Context: an optimization exercise on an open-source flow, tuned for small area, a short achievable clock period and few clock cycles per item. The choices shown serve that exercise and are no tape-out recipe. In this exercise RTL edits were held to simulation tests only and were not proved equivalent to the original. Power is estimated from default activity; no workload was simulated.

===== design.v =====
`timescale 1ns / 1ps
module MiniCalc2Core (
    input  wire        Clk,
    input  wire        Reset,
    input  wire [0:7]  Instruction,
    input  wire [0:31] InputA,
    output wire [0:31] OutputA,
    output wire [0:31] StackFirst,
    output wire [0:31] StackSecond,
    output wire [0:4]  StackSize,
    input  wire        Execute,
    output wire        Ready,
    output wire        StackEmpty,
    output wire        OperationalError,
    output reg         ErrorStackUnderflow,
    output reg         ErrorInvalidArg,
    output reg         ErrorInvalidInstr,
    output reg         ErrorOverflow
);
    localparam [7:0] OP_NOP    = 8'h0F;
    localparam [7:0] OP_ECHO   = 8'h1F;
    localparam [7:0] OP_PUSH   = 8'h01;
    localparam [7:0] OP_POP    = 8'h02;
    localparam [7:0] OP_COPY   = 8'h03;
    localparam [7:0] OP_ADD    = 8'h04;
    localparam [7:0] OP_SUB    = 8'h05;
    localparam [7:0] OP_MUL    = 8'h06;
    localparam [7:0] OP_DIV    = 8'h08;
    localparam [7:0] OP_SWAP   = 8'h09;
    localparam [7:0] OP_MOD    = 8'h0A;
    localparam [7:0] OP_GET    = 8'h20;
    localparam [7:0] OP_ADDROT = 8'h21;
    localparam [7:0] OP_LEN    = 8'h22;
    localparam [7:0] OP_FLA    = 8'h24;
    localparam [7:0] OP_CLS    = 8'h80;
    localparam [2:0] S_IDLE = 3'd0;
    localparam [2:0] S_GET  = 3'd1;
    localparam [2:0] S_MUL  = 3'd2;
    localparam [2:0] S_DALN = 3'd3;
    localparam [2:0] S_DIT  = 3'd4;
    localparam [2:0] S_NEG  = 3'd5;
    reg [31:0] oa, s1, s2;
    reg [4:0]  n;
    reg [2:0]  st;
    reg [4:0]  raddr;
    reg [4:0]  cnt;
    reg        mp;
    reg        dneg;
    reg        dmod;
    wire [7:0]  op = Instruction;
    wire [31:0] in = InputA;
    assign OutputA          = oa;
    assign StackFirst       = s1;
    assign StackSecond      = s2;
    assign StackSize        = n;
    assign Ready            = (st == S_IDLE);
    assign StackEmpty       = (n == 5'd0);
    assign OperationalError = ErrorStackUnderflow | ErrorInvalidArg | ErrorInvalidInstr | ErrorOverflow;
    reg [31:0] mem [0:28];
    wire [4:0] wa = n - 5'd2;
    always @(posedge Clk)
        if (n >= 5'd2 && n <= 5'd30)
            mem[wa] <= s2;
    wire [31:0] rd = mem[raddr];
    wire [31:0] popv = (n >= 5'd3) ? rd : 32'd0;
    wire [31:0] sum = s2 + s1;
    wire [32:0] dif = {1'b0, s2} - {1'b0, s1};
    wire        sub_lt = dif[32];
    function [7:0] sigthermo(input [31:0] x);
        integer j;
        begin
            sigthermo[0] = 1'b0;
            for (j = 1; j < 8; j = j + 1)
                sigthermo[j] = ((x >> (4*j - 1)) == (32'hFFFFFFFF >> (4*j - 1))) ||
                               ((x >> (4*j - 1)) == 32'd0);
        end
    endfunction
    wire [7:0] th1 = sigthermo(s1);
    wire [7:0] th2 = sigthermo(s2);
    wire       s2_shorter = |(th2 & ~th1);
    function [32:0] booth(input [2:0] d, input [31:0] x);
        reg one, two, ng;
        reg [31:0] m;
        begin
            one = d[0] ^ d[1];
            two = (d[2] & ~d[1] & ~d[0]) | (~d[2] & d[1] & d[0]);
            ng  = d[2] & ~(d[1] & d[0]);
            m   = one ? x : (two ? {x[30:0], 1'b0} : 32'd0);
            booth = {ng, m ^ {32{ng}}};
        end
    endfunction
    wire [32:0] bp0 = booth({s1[1], s1[0], mp}, s2);
    wire [32:0] bp1 = booth({s1[3], s1[2], s1[1]}, s2);
    wire [31:0] csa_a = oa;
    wire [31:0] csa_b = bp0[31:0];
    wire [31:0] csa_c = {bp1[29:0], bp1[32], bp1[32]};
    wire [31:0] csa_s = csa_a ^ csa_b ^ csa_c;
    wire [31:0] csa_m = (csa_a & csa_b) | (csa_a & csa_c) | (csa_b & csa_c);
    wire [31:0] acc_nx = csa_s + {csa_m[30:0], bp1[32]} + {31'd0, bp0[32]};
    wire        mul_done = (s1[31:3] == 29'd0) || (s1[31:3] == {29{1'b1}});
    wire [31:0] neg1 = 32'd0 - s1;
    wire [31:0] neg2 = 32'd0 - s2;
    wire [31:0] abs1 = s1[31] ? neg1 : s1;
    wire [31:0] abs2 = s2[31] ? neg2 : s2;
    function [5:0] lzc(input [31:0] x);
        integer j;
        reg found;
        begin
            lzc = 6'd32;
            found = 1'b0;
            for (j = 31; j >= 0; j = j - 1)
                if (!found && x[j]) begin
                    lzc = 31 - j;
                    found = 1'b1;
                end
        end
    endfunction
    wire [5:0]  lz_r = lzc(oa);
    wire [5:0]  lz_d = lzc(s1);
    wire        d_fast = (lz_d < lz_r);
    wire [4:0]  d_sh = lz_d[4:0] - lz_r[4:0];
    wire [32:0] rdif = {1'b0, oa} - {1'b0, s1};
    wire        dge = ~rdif[32];
    wire [31:0] r_nx = dge ? rdif[31:0] : oa;
    wire [31:0] q_nx = {s2[30:0], dge};
    reg [31:0] oa_nx, s1_nx, s2_nx;
    reg [4:0]  n_nx, cnt_nx;
    reg [2:0]  st_nx;
    reg        mp_nx, dneg_nx, dmod_nx;
    reg        eu_nx, ea_nx, ei_nx, eo_nx;
    reg        get_acc;
    reg        fin;
    reg [31:0] fin_v;
    always @(*) begin
        oa_nx = oa; s1_nx = s1; s2_nx = s2; n_nx = n; st_nx = st;
        cnt_nx = cnt; mp_nx = mp; dneg_nx = dneg; dmod_nx = dmod;
        eu_nx = ErrorStackUnderflow; ea_nx = ErrorInvalidArg;
        ei_nx = ErrorInvalidInstr; eo_nx = ErrorOverflow;
        get_acc = 1'b0;
        fin = 1'b0;
        fin_v = 32'd0;
        case (st)
            S_IDLE: if (Execute) begin
                case (op)
                    OP_CLS: begin
                        {eu_nx, ea_nx, ei_nx, eo_nx} = 4'b0000;
                        n_nx = 5'd0; s1_nx = 32'd0; s2_nx = 32'd0; oa_nx = 32'd0;
                    end
                    OP_ECHO: begin
                        {eu_nx, ea_nx, ei_nx, eo_nx} = 4'b0000;
                        n_nx = 5'd0; s1_nx = in; s2_nx = 32'd0; oa_nx = in;
                    end
                    OP_NOP: begin
                        {eu_nx, ea_nx, ei_nx, eo_nx} = 4'b0000;
                        oa_nx = 32'd0;
                    end
                    OP_ADDROT: begin
                        if (n != 5'd0) begin
                            {eu_nx, ea_nx, ei_nx, eo_nx} = 4'b0000;
                            s1_nx = {1'b0, s1[22:0], in[7:0]};
                            oa_nx = 32'd0;
                        end else
                            {eu_nx, ea_nx, ei_nx, eo_nx} = 4'b1000;
                    end
                    OP_PUSH: begin
                        if (n == 5'd31)
                            {eu_nx, ea_nx, ei_nx, eo_nx} = 4'b0001;
                        else begin
                            {eu_nx, ea_nx, ei_nx, eo_nx} = 4'b0000;
                            s1_nx = in; s2_nx = s1; oa_nx = in; n_nx = n + 5'd1;
                        end
                    end
                    OP_COPY: begin
                        if (n == 5'd31)
                            {eu_nx, ea_nx, ei_nx, eo_nx} = 4'b0001;
                        else if (n == 5'd0)
                            {eu_nx, ea_nx, ei_nx, eo_nx} = 4'b1000;
                        else begin
                            {eu_nx, ea_nx, ei_nx, eo_nx} = 4'b0000;
                            s2_nx = s1; oa_nx = s1; n_nx = n + 5'd1;
                        end
                    end
                    OP_POP: begin
                        {eu_nx, ea_nx, ei_nx, eo_nx} = {n == 5'd0, 3'b000};
                        if (n <= 5'd1) begin
                            n_nx = 5'd0; s1_nx = 32'd0; s2_nx = 32'd0; oa_nx = 32'd0;
                        end else begin
                            n_nx = n - 5'd1; s1_nx = s2; oa_nx = s2; s2_nx = popv;
                        end
                    end
                    OP_SWAP: begin
                        if (n > 5'd1) begin
                            {eu_nx, ea_nx, ei_nx, eo_nx} = 4'b0000;
                            s1_nx = s2; s2_nx = s1; oa_nx = s2;
                        end else
                            {eu_nx, ea_nx, ei_nx, eo_nx} = 4'b1000;
                    end
                    OP_GET: begin
                        oa_nx = in;
                        get_acc = 1'b1;
                        st_nx = S_GET;
                    end
                    OP_LEN: oa_nx = {27'd0, n};
                    OP_FLA: oa_nx = {27'd0, n == 5'd0, ErrorStackUnderflow, ErrorInvalidArg,
                                     ErrorInvalidInstr, ErrorOverflow};
                    OP_ADD, OP_SUB, OP_MUL, OP_DIV, OP_MOD: begin
                        oa_nx = 32'd0;
                        if (n < 5'd2)
                            {eu_nx, ea_nx, ei_nx, eo_nx} = 4'b1000;
                        else if (op == OP_ADD) begin
                            {eu_nx, ea_nx, ei_nx, eo_nx} = 4'b0000;
                            s1_nx = sum; s2_nx = popv; n_nx = n - 5'd1;
                        end else if (op == OP_SUB) begin
                            if (sub_lt)
                                {eu_nx, ea_nx, ei_nx, eo_nx} = 4'b0100;
                            else begin
                                {eu_nx, ea_nx, ei_nx, eo_nx} = 4'b0000;
                                s1_nx = dif[31:0]; s2_nx = popv; n_nx = n - 5'd1;
                            end
                        end else if (op == OP_MUL) begin
                            {eu_nx, ea_nx, ei_nx, eo_nx} = 4'b0000;
                            mp_nx = 1'b0;
                            if (s2_shorter) begin
                                s1_nx = s2; s2_nx = s1;
                            end
                            st_nx = S_MUL;
                        end else begin
                            if (s1 == 32'd0)
                                {eu_nx, ea_nx, ei_nx, eo_nx} = 4'b0100;
                            else begin
                                {eu_nx, ea_nx, ei_nx, eo_nx} = 4'b0000;
                                oa_nx = abs2;
                                s1_nx = abs1;
                                dneg_nx = s1[31] ^ s2[31];
                                dmod_nx = (op == OP_MOD);
                                st_nx = S_DALN;
                            end
                        end
                    end
                    default: begin
                        {eu_nx, ea_nx, ei_nx, eo_nx} = 4'b0010;
                        oa_nx = 32'd0;
                    end
                endcase
            end
            S_GET: begin
                st_nx = S_IDLE;
                if (oa[31:5] != 27'd0 || oa[4:0] >= n)
                    oa_nx = 32'd0;
                else if (oa[4:0] == n - 5'd1)
                    oa_nx = s1;
                else if (oa[4:0] == n - 5'd2)
                    oa_nx = s2;
                else
                    oa_nx = rd;
            end
            S_MUL: begin
                if (mul_done) begin
                    fin = 1'b1; fin_v = acc_nx;
                end else begin
                    oa_nx = acc_nx;
                    s1_nx = {{4{s1[31]}}, s1[31:4]};
                    mp_nx = s1[3];
                    s2_nx = {s2[27:0], 4'd0};
                end
            end
            S_DALN: begin
                if (d_fast) begin
                    if (dneg && dmod) begin
                        s1_nx = oa; st_nx = S_NEG;
                    end else begin
                        fin = 1'b1; fin_v = dmod ? oa : 32'd0;
                    end
                end else begin
                    s1_nx = s1 << d_sh;
                    cnt_nx = d_sh;
                    s2_nx = 32'd0;
                    st_nx = S_DIT;
                end
            end
            S_DIT: begin
                if (cnt == 5'd0) begin
                    if (dneg) begin
                        s1_nx = dmod ? r_nx : q_nx; st_nx = S_NEG;
                    end else begin
                        fin = 1'b1; fin_v = dmod ? r_nx : q_nx;
                    end
                end else begin
                    oa_nx = r_nx;
                    s2_nx = q_nx;
                    s1_nx = {1'b0, s1[31:1]};
                    cnt_nx = cnt - 5'd1;
                end
            end
            S_NEG: begin
                fin = 1'b1; fin_v = neg1;
            end
            default: st_nx = S_IDLE;
        endcase
        if (fin) begin
            s1_nx = fin_v; s2_nx = popv; oa_nx = 32'd0; n_nx = n - 5'd1; st_nx = S_IDLE;
        end
    end
    always @(posedge Clk) begin
        if (Reset) begin
            st <= S_IDLE;
            n <= 5'd0;
            s1 <= 32'd0;
            s2 <= 32'd0;
            oa <= 32'd0;
            ErrorStackUnderflow <= 1'b0;
            ErrorInvalidArg <= 1'b0;
            ErrorInvalidInstr <= 1'b0;
            ErrorOverflow <= 1'b0;
            raddr <= 5'd0;
        end else begin
            st <= st_nx;
            n <= n_nx;
            s1 <= s1_nx;
            s2 <= s2_nx;
            oa <= oa_nx;
            ErrorStackUnderflow <= eu_nx;
            ErrorInvalidArg <= ea_nx;
            ErrorInvalidInstr <= ei_nx;
            ErrorOverflow <= eo_nx;
            raddr <= get_acc ? in[4:0] : (n_nx - 5'd3);
        end
        cnt <= cnt_nx;
        mp <= mp_nx;
        dneg <= dneg_nx;
        dmod <= dmod_nx;
    end
endmodule

===== run.sh =====
#!/bin/bash
# synth_recipe.tcl (not shown) runs the flow's synth.tcl, then flattens the netlist and writes it again
# the make line also repeats each setting of config.mk as NAME=value (left out here)
make -C /OpenROAD-flow-scripts/flow DESIGN_CONFIG=/design/flow/config.mk WORK_HOME=/design/flow/orfs CLKGATE_MAP_FILE= SYNTH_SCRIPT=/design/flow/synth_recipe.tcl finish

===== config.mk =====
export PLATFORM = sky130hd
export DESIGN_NAME = MiniCalc2Core
export DESIGN_NICKNAME = MiniCalc2Core
export VERILOG_FILES = /design/flow/design.v
export SDC_FILE = /design/flow/constraint.sdc
export NUM_CORES = 4
export LEC_CHECK = 0
export CAP_MARGIN = 20
export CORE_MARGIN = 2
export CORE_UTILIZATION = 40
export PLACE_DENSITY = 0.6
export SLEW_MARGIN = 20

===== constraint.sdc =====
create_clock -name core_clock -period 10.0 [get_ports {Clk}]
set_input_delay 2.0000 -clock core_clock [delete_from_list [all_inputs] [get_ports {Clk}]]
set_output_delay 2.0000 -clock core_clock [all_outputs]
set_load 0.01 [all_outputs]

==> flow_summary.yaml <==
synthesis:
  synth_top_area_cell: "edfxtp_1"
  synth.most_common_cell: "edfxtp_1"
  async_flop_share_pct: 0
  ys_ff_latch: 1049
  syn-instance-count: 5001
  synth_cell_type_count: 104
  syn_area_um2: 60400
  synth_seq_area_share_pct: 50.3
  synth_edf_count: 936
  synthFlopType: "edfxtp_1"
  ys_top_cells_by_count: "936 x edfxtp_1, 400 x nor2_1, 337 x a21oi_1, 330 x clkbuf_1, 316 x nand2_1"
  ys_warn_count: 1
  syn_avg_cell_area_um2: 12.1
  synth_area_leaders: "edfxtp_1 47%, mux4_2 11%, dfxtp_1 3.7%"
  syn-num-nets: 5238
  synth_top_area_share_pct: 46.5
power_and_ir_drop:
  power_frac_seq_pct: 44.6
  p_per_area_nw_per_um2: 157
  pwr-share-clk_pct: 37.2
  internal-power_w: 0.00750
  comb_power_share_pct: 18.2
  leakage_nw: 22.9
  peakVddDrop_mv: 0.165
  switchingPower_w: 0.00319
  sw_frac_of_total_pct: 29.9
global_route:
  grt_max_degree: 104
  grt_usage_pct: 35.8
  grt_antenna_before_repair: 24
  grt_pass1_vias: 47100
  overflow: 0
  grt_pass1_wl_mm: 384
min_path:
  hp-start: "cnt[0]"
  hold_end: "cnt[0]"
  hold_path_class: "reg -> reg"
  hold-path-cell-count: 3
clock_tree:
  clockBufferDepth: 3
  insertion_delay_ns: 0.76
  cts_resized: 0
  hold_buffers: 0
  cts_setup_buffers: 0
  cts_buffers: 108
  cts_sinks: 1049
  cts.clk_slew.worst_paths_ns: 0.07
  root_buffer: "clkbuf_16"
  cts_tree: "built"
  htreeDepth: 3
sta:
  rsz0062_at_grt: "false"
  hold_viol: 0
  setup_viol: 0
  slew_violations: 0
  layout_min_cycle_time_ns: 7.25
  period_share_pct: 72.5
  maxSlewHeadroom_pct: 9.96
  worstMarginPinSlew_ns: 1.34
  tns_ns: 0
  fmax_mhz: 138
  setup_slack_ns: 2.75
  finalClockSkew_ns: 0.0674
worst_setup_path:
  crit_path_cell_trace: "inv_1, a21oi_1, nor2_1, o21ai_0, a21oi_1, o21ai_0, o21ai_0, nand2_1, a21oi_1, o21ai_0, nor2b_1, ha_2, inv_1, fa_2, a211o_1, a21o_1, a2111oi_0, o32ai_2, buf_4, nand2_2, buf_4, nor2_4, o21a_1, o31a_1"
  critPathSlowestCell: "dfxtp_1"
  cp_max_fo: 56
  rr_endpoint: "oa[26]"
  critPathRequiredTime_ns: 10.63
  start_kind: "register"
  critPathKind: "reg -> reg"
  end_kind: "register"
  critPathBufInv: 4
  crit_arrival_ns: 7.88
  path_delay_family: "compound AO/OA/AOI/OAI gates"
  rr_startpoint: "s1[23]"
  cpPeakStageDelay_ns: 0.76
  critPathMostFrequentCell: "o21ai_0"
  reg2reg_depth: 24
  reg2reg_slack_ns: 2.75
run_status:
  status: "timing/DRC/antenna clean"
placed_design:
  place_ws_ns: 3.08
  place_hpwl_mm: 189
  portBuffers: 150
  gp_congestion: 1.11
final_layout:
  drive_gt1_share_pct: 16.6
  areaGrowthSynthToFinish_pct: 13.1
  fillers: 13700
  regArea_um2: 30400
  fin_nets: 5287
  multiInputGateArea_um2: 28400
floorplanning:
  start_util_pct: 40.3
  io_pins: 151
  rows: 142
  die_x_um: 393
  fp.dieH_um: 393
  dieArea_um2: 154000
  core_area_um2: 150000
detailed_routing:
  vias: 49700
  drtPass1Iterations: 14
  drt-initial-drc-count: 7610
  drcViolationCount: 0
  routed_wl_mm: 278
  avgViaCountPerCell: 6.94
  ant_nets: 0
  wl_per_cell_um: 38.8
run:
  max-cap-violations: 0
[layout by cell type (no fill, tap or decap), drive strengths merged, types with 52 or more instances in the layout]
master	count
a221oi	69
nand2	318
dfxtp	113
clkinv	56
inv	120
buf	209
nor3	107
edfxtp	936
a222oi	94
o21ai	283
xnor2	85
ha	158
clkdlybuf4s50	149
nand3	70
mux2i	115
clkbuf	126
nor2	400
a22oi	97
o211ai	52
xor2	108
a21oi	337
mux4	308
[sequential cells by signal, summed over array words and instances, names as in the netlist, named ones only]
register and flops:
s2 32, ErrorOverflow 1, mem 928, ErrorInvalidArg 1, n 5, st 3, dmod 1, cnt 5
ErrorStackUnderflow 1, oa 32, ErrorInvalidInstr 1, s1 32, dneg 1, mp 1
[cell type report]
class / instances / share of cell area [%]
Tap cell: 2016 / 3.69
Inverter: 115 / 0.632
Clock buffer: 126 / 4.05
Clock inverter: 72 / 0.985
Timing Repair Buffer: 358 / 4.51
Multi-Input combinational cell: 3418 / 41.5
Antenna cell: 14 / 0.0513
Sequential cell: 1049 / 44.5
[kinds of logic (layout without fill, tap and decap cells)]
group                    after synthesis  after routing  share of synthesized area [%]
AND/OR/NAND/NOR                     1163           1163                           9.05
XOR/XNOR                             193            193                           2.80
multiplexers                         431            431                           13.5
flip-flops                          1049           1049                           50.3
adder cells (fa/ha/maj)              194            194                           4.47
other                                  0             14                              0
AO/OA/AOI/OAI                       1437           1437                           16.4
buffers and inverters                534            671                           3.45
[metal layers]
metal | vias to the layer above | global-route usage (%) | routed length [um]
li1 | 20000 | - | -
met1 | 25000 | 44.3 | 103000
met2 | 3598 | 52.5 | 119000
met3 | 1138 | 12.6 | 32200
met4 | 20 | 24.2 | 23600
met5 | - | 0.829 | 340
[how the worst max path moves through the flow]
stage,startpoint,endpoint,depth (start not counted)
floorplan,oa[31],register,23
finish,s1[23],oa[26],24
detailed placement,s1[23],register,28
CTS,s1[23],register,28
global route,oa[31],register,24
global placement,Instruction[1],s1[5],11
[worst register-to-register path, stage by stage, from the launching register on]
cell	delay [ns]
dfxtp_1	0.76
inv_1	0.31
a21oi_1	0.23
nor2_1	0.05
o21ai_0	0.15
a21oi_1	0.09
o21ai_0	0.32
o21ai_0	0.25
nand2_1	0.16
a21oi_1	0.08
o21ai_0	0.19
nor2b_1	0.33
ha_2	0.24
inv_1	0.06
fa_2	0.49
a211o_1	0.31
a21o_1	0.21
a2111oi_0	0.50
o32ai_2	0.15
buf_4	0.23
nand2_2	0.52
buf_4	0.73
nor2_4	0.43
o21a_1	0.25
o31a_1	0.10
[power by group through the flow]
stage / combinational (W) / sequential, W / clock, W
after floorplan: 0.00109 / 0.00484 / 0
after global placement: 0.00184 / 0.00486 / 0
after detailed placement: 0.00183 / 0.00486 / 0
after CTS: 0.00183 / 0.00476 / 0.00404
after global routing: 0.00198 / 0.00476 / 0.00420
final: 0.00195 / 0.00477 / 0.00398
[metrics by stage]
stage          hold slack, ns  instances  cell area, um^2  total power [W]  utilization (%)
3_3_place_gp            0.669       6954            64800          0.00670             43.2
4_1_cts                 0.678       7152            68200           0.0106             45.5
2_1_floorplan           0.495       5001            60400          0.00592                -
6_report                0.719       7168            68300           0.0107             45.6
5_1_grt                 0.697       7155            68300           0.0109             45.5
3_5_place_dp            0.663       6954            64800          0.00669             43.2
Testbench counts, summed over its fixed seeds: cycles 12,740, instrs 6,400.

[static timing again, ports no longer ideal]
Ports are ideal in the flow. The routed layout listed here was re-timed in OpenROAD.
Step 1 assumes that a clkbuf_16 drives the clock port and a buf_2 every other input.
Step 2 adds t to the input delays and takes it off the output delays; t is the mean of the earliest and latest rising clock arrival at the registers after step 1. Input paths then give back, and output paths get back, about the clock's delay inside the block.
Three values: no drivers, after step 1, after step 2; two values: the first two.
t (ns): 0.806
slack for setup (ns): 2.747 / 2.747 / 2.443
worst hold slack (ns): 0.719 / 0.719 / 0.719
worst setup path at the end: input to register
latest minus earliest clock arrival (ns): 0.070 / 0.071
After both steps this run still meets setup and hold. The setup slack of this run moves by 0.000 ns with the drivers and by -0.304 ns with both steps.
